From an optimization exercise on the open Yosys and OpenROAD flow, aimed at small area and a short achievable clock period; shortcuts taken in it are not production practice. Where RTL was checked, it was by simulation tests only, not by an equivalence proof against the original. Power and IR drop assume default switching activity. The clock port is modelled as an ideal driver; clocking choices that lean on that would not hold on a real chip.

TR:
## shaping_v5
module shaping_v5(
inp,shapedout,conf,clk,count,rst
    ,r1,r2);
For scale: ~7500 cells after synthesis, roughly 5800 flip-flops, roughly 56 I/O pins, roughly 130000 um^2 of cells after synthesis.
==> module shaping_v5, before the edit <==
module shaping_v5(
inp,shapedout,conf,clk,count,rst
    ,r1,r2);
    input [13:0] inp;
    input [11:0] conf;
    input clk;
    input rst;
    output [13:0] shapedout;
    output [11:0] count;
    output r1;
    output r2;
    parameter k = 100;
    parameter l = 200;
    localparam N = k+l+k+1;           
    wire [4:0] tau = conf[4:0];
    wire [4:0] m3  = conf[9:5];
    wire [1:0] sel = conf[11:10];
    reg [11:0] cnt;
    reg rst1;
    reg rst2;      
    reg rst2d;     
    reg [14*N-1:0] dline;
    reg signed [15:0] temp3;
    reg signed [22:0] acc4;
    reg signed [15:0] q3;
    reg signed [22:0] tmpS;
    reg signed [15:0] tmpT;
    reg signed [44:0] temp6;
    reg [13:0] temp7;
    always @(posedge clk) begin
        if (rst)
            cnt <= 12'h001;
        else if (|cnt)
            cnt <= cnt + 1'b1;
        else
            cnt <= 12'h000;
    end
    always @(posedge clk) begin
        rst1  <= rst | (rst1 & (cnt < k+l+k+1));
        rst2  <= rst | rst1;
        rst2d <= rst2;
    end
    always @(posedge clk)
        dline <= {dline[14*(N-1)-1:0], inp};
    wire signed [15:0] d0   = {{2{dline[13]}}, dline[13:0]};
    wire signed [15:0] dk   = {{2{dline[14*k+13]}}, dline[14*k+:14]};
    wire signed [15:0] dkl  = {{2{dline[14*(k+l)+13]}}, dline[14*(k+l)+:14]};
    wire signed [15:0] dklk = {{2{dline[14*(k+l+k)+13]}}, dline[14*(k+l+k)+:14]};
    wire signed [23:0] w4 = {acc4, 1'b0};
    wire signed [23:0] w4s = w4 >>> tau;
    wire signed [22:0] temp5 = tmpS + {{7{tmpT[15]}}, tmpT};
    always @(posedge clk)
        q3 <= dklk - dk - dkl;
    always @(posedge clk) begin
        if (rst2 | rst2d) begin
            temp3 <= 16'sd0;
            acc4  <= 23'sd0;
        end else begin
            temp3 <= d0 + q3;
            acc4  <= acc4 + {{7{d0[15]}}, d0} + {{7{q3[15]}}, q3};
        end
    end
    always @(posedge clk) begin
        if (rst2) begin
            tmpS  <= 23'sd0;
            tmpT  <= 16'sd0;
            temp6 <= 45'sd0;
        end else begin
            if (tau == 5'd0)
                tmpS <= acc4;
            else if (tau == 5'd31)
                tmpS <= 23'sd0;
            else
                tmpS <= w4s[22:0];
            tmpT  <= (tau == 5'd0) ? 16'sd0 : temp3;
            temp6 <= temp6 + {{22{tmpS[22]}}, tmpS} + {{29{tmpT[15]}}, tmpT};
        end
    end
    wire signed [13:0] inps = inp;
    reg signed [44:0] vsrc;
    always @(*)
        case (sel)
        2'd0: vsrc = inps;
        2'd1: vsrc = temp3;
        2'd2: vsrc = temp5;
        default: vsrc = temp6;
        endcase
    wire signed [44:0] vsh = vsrc >>> m3;
    always @(posedge clk) begin
        if (rst2)
            temp7 <= 14'd0;
        else
            temp7 <= vsh[13:0];
    end
    assign shapedout = temp7;
    assign count = cnt;
    assign r1 = rst1;
    assign r2 = rst2;
endmodule
==> flow/config.mk <==
export PLATFORM = sky130hd
export DESIGN_NAME = shaping_v5
export DESIGN_NICKNAME = shaping_v5
export VERILOG_FILES = /design/flow/design.v
export SDC_FILE = /design/flow/constraint.sdc
export NUM_CORES = 4
export LEC_CHECK = 0
export CAP_MARGIN = 20
export CORE_MARGIN = 2
export CORE_UTILIZATION = 55
export CTS_BUF_LIST = sky130_fd_sc_hd__clkbuf_16
export CTS_CLUSTER_DIAMETER = 110
export CTS_CLUSTER_SIZE = 30
export SLEW_MARGIN = 20
==> flow/constraint.sdc <==
create_clock -name core_clock -period 11.0 [get_ports {clk}]
set_input_delay 2.2000 -clock core_clock [delete_from_list [all_inputs] [get_ports {clk}]]
set_output_delay 2.2000 -clock core_clock [all_outputs]
set_load 0.01 [all_outputs]
standard.sh (not shown) runs the stock make flow with config.mk's settings and CLKGATE_MAP_FILE= SYNTH_SCRIPT=/design/flow/synth_recipe.tcl, a recipe that flattens the netlist after the stock synthesis.
==> flow/flow/run.sh <==
#!/bin/bash
# Standard synthesis, then the standard layout with a larger setup margin for
# timing repair and no dummy loads in clock tree synthesis (the clock period
# and constraints are unchanged).
set -euo pipefail
bash standard.sh synth > synth.log 2>&1
bash standard.sh SETUP_SLACK_MARGIN=7.6 \
  "CTS_ARGS=-sink_clustering_enable -repair_clock_nets -sink_clustering_size 30 -sink_clustering_max_diameter 110 -buf_list sky130_fd_sc_hd__clkbuf_16 -dont_use_dummy_load" \
  finish > layout.log 2>&1
Inputs modified between TR and PW:
-- flow/design.v --
<<< TR, line 63
    end
    always @(posedge clk) begin
        if (rst2) begin
            tmpS  <= 23'sd0;
            tmpT  <= 16'sd0;
            temp6 <= 45'sd0;
        end else begin
            if (tau == 5'd0)
                tmpS <= acc4;
            else if (tau == 5'd31)
                tmpS <= 23'sd0;
            else
                tmpS <= w4s[22:0];
            tmpT  <= (tau == 5'd0) ? 16'sd0 : temp3;
            temp6 <= temp6 + {{22{tmpS[22]}}, tmpS} + {{29{tmpT[15]}}, tmpT};
        end
    end
    wire signed [13:0] inps = inp;
>>> PW, line 63
    end
    always @(posedge clk) begin
        if (tau == 5'd0)
            tmpS <= acc4;
        else if (tau == 5'd31)
            tmpS <= 23'sd0;
        else
            tmpS <= w4s[22:0];
        tmpT <= (tau == 5'd0) ? 16'sd0 : temp3;
    end
    always @(posedge clk) begin
        if (rst2)
            temp6 <= 45'sd0;
        else
            temp6 <= temp6 + {{22{tmpS[22]}}, tmpS} + {{29{tmpT[15]}}, tmpT};
    end
    wire signed [13:0] inps = inp;
==> comparison <==
- Going from TR to PW, wire length of the first global-routing pass ~0 delta; number of buffers created by CTS -0.93%; non-clock buffer count -4; maximum frequency -6.3%; hold slack -0.0062 ns.
- Compared with TR, synthesized cell count in PW increased slightly.
- | global-route usage | TR vs PW | ≈ equal |
- [compare] base=TR new=PW: power did not really move, final core area utilization roughly the same, maximum single-stage delay on the critical path dropped 0.02 ns, total number of vias picked up an extra 207, portion of the layout cell area used by non-clock buffers now sits at about the same level.
- Note that the number of distinct library cells after synthesis recorded for PW amounts to 1.2 times the value seen in TR.
The RTL of PW was laid out without a check of its function.

## static timing again, ports no longer ideal
No port has a modelled driver above. Below, the same layouts with a new extraction and two added sets of constraints.
Step 1, drivers: a clkbuf_16 drives clk and a buf_2 each remaining input, both assumed.
Step 2, shift: input delay + t, output delay - t, t = (earliest + latest rising clock arrival at the registers) / 2. This alone moves slack from input paths to output paths.
Slacks: ideal ports / drivers / drivers and shift; pairs: ideal ports / drivers.
run	t, ns	slack for setup (ns)	latest minus earliest clock arrival (ns)	slew at the worst register clock pin (ns)
TR	0.907	7.314 / 7.318 / 6.445	0.169 / 0.169	0.12 / 0.12
PW	0.920	7.066 / 7.100 / 6.179	0.149 / 0.149	0.11 / 0.11
After both steps setup and hold are still met in every run listed. For PW, which loses most, drivers alone change the setup slack by +0.034 ns; drivers and shift together by -0.887 ns.
